From an optimization exercise on the open Yosys and OpenROAD flow, aimed at small area, a short achievable clock period and few clock cycles; shortcuts taken in it are not production practice.
Function was checked by simulation only, so behaviour that the tests miss may differ from the original.
Power is estimated from default activity; no workload was simulated.

Design lab9, start of the top module:
module lab9(input clk,
            input reset,
            input give_valid,
            input [13:0] Intake,
            output [13:0] UpPrime,
            output [13:0] LowPrime,
            output reg out_valid);
reg [7:0] up_blk, low_blk;
reg [4:0] up_idx, low_idx;
reg low_lsb;
reg pend_up, pend_low;
wire busy = pend_up | pend_low;
assign UpPrime  = {up_blk, up_idx, 1'b1};
assign LowPrime = {low_blk, low_idx, low_lsb};
wire [7:0] nxt = (pend_up ? up_blk : low_blk) + (pend_up ? 8'd1 : {8{1'b1}});
wire [7:0] blk = busy ? nxt : Intake[13:6];
wire [5:0] off = Intake[5:0];
wire [31:0] word;
wire [15:0] row = 16'b1 << blk[7:4];
wire [15:0] t0_0 = 16'h1699;
wire [15:0] t0_1 = 16'h24c;
wire [15:0] t0_2 = 16'hc02;
wire [15:0] t0_3 = 16'h52;
wire [15:0] t0_4 = 16'h4a48;
wire [15:0] t0_5 = 16'h20a0;
wire [15:0] t0_6 = 16'h2048;
wire [15:0] t0_7 = 16'h1924;
wire [15:0] t0_8 = 16'ha0;
wire [15:0] t0_9 = 16'h452;
assign word[0] = (row[0] & t0_0[blk[3:0]]) | (row[1] & t0_1[blk[3:0]]) | (row[2] & t0_2[blk[3:0]]) | (row[3] & t0_3[blk[3:0]]) | (row[4] & t0_4[blk[3:0]]) | (row[5] & t0_5[blk[3:0]]) | (row[6] & t0_6[blk[3:0]]) | (row[7] & t0_7[blk[3:0]]) | (row[8] & t0_8[blk[3:0]]) | (row[9] & t0_9[blk[3:0]]);
wire [15:0] t1_0 = 16'h407;
wire [15:0] t1_1 = 16'h8412;
wire [15:0] t1_2 = 16'h902c;
wire [15:0] t1_3 = 16'h2814;
  ...
For scale: about 30 flip-flops, ~5800 um^2 of cells after synthesis.
Settings: LEC_CHECK=0, CAP_MARGIN=20, CORE_MARGIN=2, CORE_UTILIZATION=30, SLEW_MARGIN=20; clock period 85.0 ns.
standard.sh (not shown) runs the stock make flow with config.mk's settings and CLKGATE_MAP_FILE= SYNTH_SCRIPT=/design/flow/synth_recipe.tcl, a recipe that flattens the netlist after the stock synthesis.
==> flow/flow/run.sh <==
#!/bin/bash
# Standard ORFS layout, except that synthesis maps logic with ABC's area-oriented
# mapper (amap, repeated) instead of the delay-oriented one. The synthesis script is
# synth_recipe.tcl with only the abc command's -script argument replaced, so the
# registers are the standard synthesis's.
# Ports are buffered with the smallest buffer, sky130_fd_sc_hd__buf_1.
# Timing repair aims for 62.5 ns of setup slack, so that the critical paths are sped up
# (the constraints themselves are unchanged).
set -euo pipefail
here=$(pwd)
export MY_ABC_SCRIPT=$here/flow/abc_area.script
{
  cat <<'TCL'
proc abc {args} {
  set i [lsearch -exact $args -script]
  if {$i >= 0} { lset args [expr {$i + 1}] $::env(MY_ABC_SCRIPT) }
  yosys abc {*}$args
}
TCL
  cat synth_recipe.tcl
} > my_synth.tcl
bash standard.sh SYNTH_SCRIPT=$here/my_synth.tcl "BUFFER_PORTS_ARGS=-buffer_cell sky130_fd_sc_hd__buf_1" SETUP_SLACK_MARGIN=62.5 finish > $here/flow_make.log 2>&1
==> flow/flow/abc_area.script <==
strash
dch
amap
strash
dch
amap
strash
dch
amap
strash
dch
amap
strash
dch
amap
Testbench counts at the start, summed over its fixed seeds: cycles 17,618.
Rerun with:
==> flow/run.sh (new file) <==
#!/bin/bash
# synth_recipe.tcl (not shown) runs the flow's synth.tcl, then flattens the netlist and writes it again
# the make line also repeats each setting of config.mk as NAME=value (left out here)
make -C /OpenROAD-flow-scripts/flow DESIGN_CONFIG=/design/flow/config.mk WORK_HOME=/design/flow/orfs CLKGATE_MAP_FILE= SYNTH_SCRIPT=/design/flow/synth_recipe.tcl finish
- CORE_UTILIZATION: 30 -> 40
removed: flow/flow/run.sh
removed: flow/flow/abc_area.script
removed: flow/standard.sh
The changed run completed with no timing, DRC or antenna violations.
Setup slack loses 0.81 ns.
Global-route usage is higher by 12 points.
Area after synthesis is higher by well over a third.
Register-to-register slack gains 0.44 ns.
Rerun with:
==> flow/flow/run.sh (new file) <==
#!/bin/bash
# Standard ORFS layout, except that synthesis maps logic with ABC's area-oriented
# mapper (amap, repeated) instead of the delay-oriented one. The synthesis script is
# synth_recipe.tcl with only the abc command's -script argument replaced, so the
# registers are the standard synthesis's.
# Ports are buffered with the smallest buffer, sky130_fd_sc_hd__buf_1.
# Timing repair aims for 63 ns of setup slack, so that the critical paths are sped up
# (the constraints themselves are unchanged).
set -euo pipefail
here=$(pwd)
export MY_ABC_SCRIPT=$here/flow/abc_area.script
{
  cat <<'TCL'
proc abc {args} {
  set i [lsearch -exact $args -script]
  if {$i >= 0} { lset args [expr {$i + 1}] $::env(MY_ABC_SCRIPT) }
  yosys abc {*}$args
}
TCL
  cat synth_recipe.tcl
} > my_synth.tcl
bash standard.sh SYNTH_SCRIPT=$here/my_synth.tcl "BUFFER_PORTS_ARGS=-buffer_cell sky130_fd_sc_hd__buf_1" SETUP_SLACK_MARGIN=63 finish > $here/flow_make.log 2>&1
==> flow/flow/abc_area.script (new file) <==
strash
dch
amap
strash
dch
amap
strash
dch
amap
strash
dch
amap
strash
dch
amap
==> flow/standard.sh (new file) <==
#!/bin/bash
# synth_recipe.tcl (not shown) runs the flow's synth.tcl, then flattens the netlist and writes it again
# the make line also repeats each setting of config.mk as NAME=value (left out here)
make -C /OpenROAD-flow-scripts/flow DESIGN_CONFIG=/design/flow/config.mk WORK_HOME=/design/flow/orfs CLKGATE_MAP_FILE= SYNTH_SCRIPT=/design/flow/synth_recipe.tcl "${@:-finish}"
- CORE_UTILIZATION: 40 -> 30
removed: flow/run.sh
Outcome: Sequential share of layout area is higher by 2.7 points. Final cell count falls by 15%. Die area goes down by about 10%. Total power is higher by about 30%. Core utilization falls by 6.5 points. Cell area goes down by 22%. Area after synthesis came out lower by about 33%. Non-clock buffer count went up by 6. Worst hold slack gets worse by 0.39 ns. Worst setup slack gains 1.3 ns. Maximum frequency grows by about 6%.

==> port drivers added, routing unchanged <==
The flow's constraints put no driver on any port. The routed layouts listed below were extracted and timed again, unchanged, in two steps.
Step 1 (the two cells are an assumption about what drives the block):
set clk [get_ports {clk}]
set_driving_cell -lib_cell sky130_fd_sc_hd__clkbuf_16 $clk
set_driving_cell -lib_cell sky130_fd_sc_hd__buf_2 [delete_from_list [all_inputs] $clk]
Step 2 moves the port delays by t, midway between the first and last clock arrival at a register: inputs arrive t later, outputs are due t later. That takes back most of the time a late clock gives input paths.
a / b / c = ideal / step 1 / step 2; a / b = the first two.
run	t (ns)	slack for setup (ns)	worst register clock-pin slew, ns
the first run	0.299	62.500 / 62.499 / 62.200	0.05 / 0.05
the second run	0.318	61.692 / 61.694 / 61.376	0.05 / 0.05
the third run	0.296	62.971 / 62.981 / 62.684	0.05 / 0.05
After both steps every run listed still meets setup and hold. For the second run, which loses most, drivers alone change the setup slack by +0.002 ns; drivers and shift together by -0.316 ns.
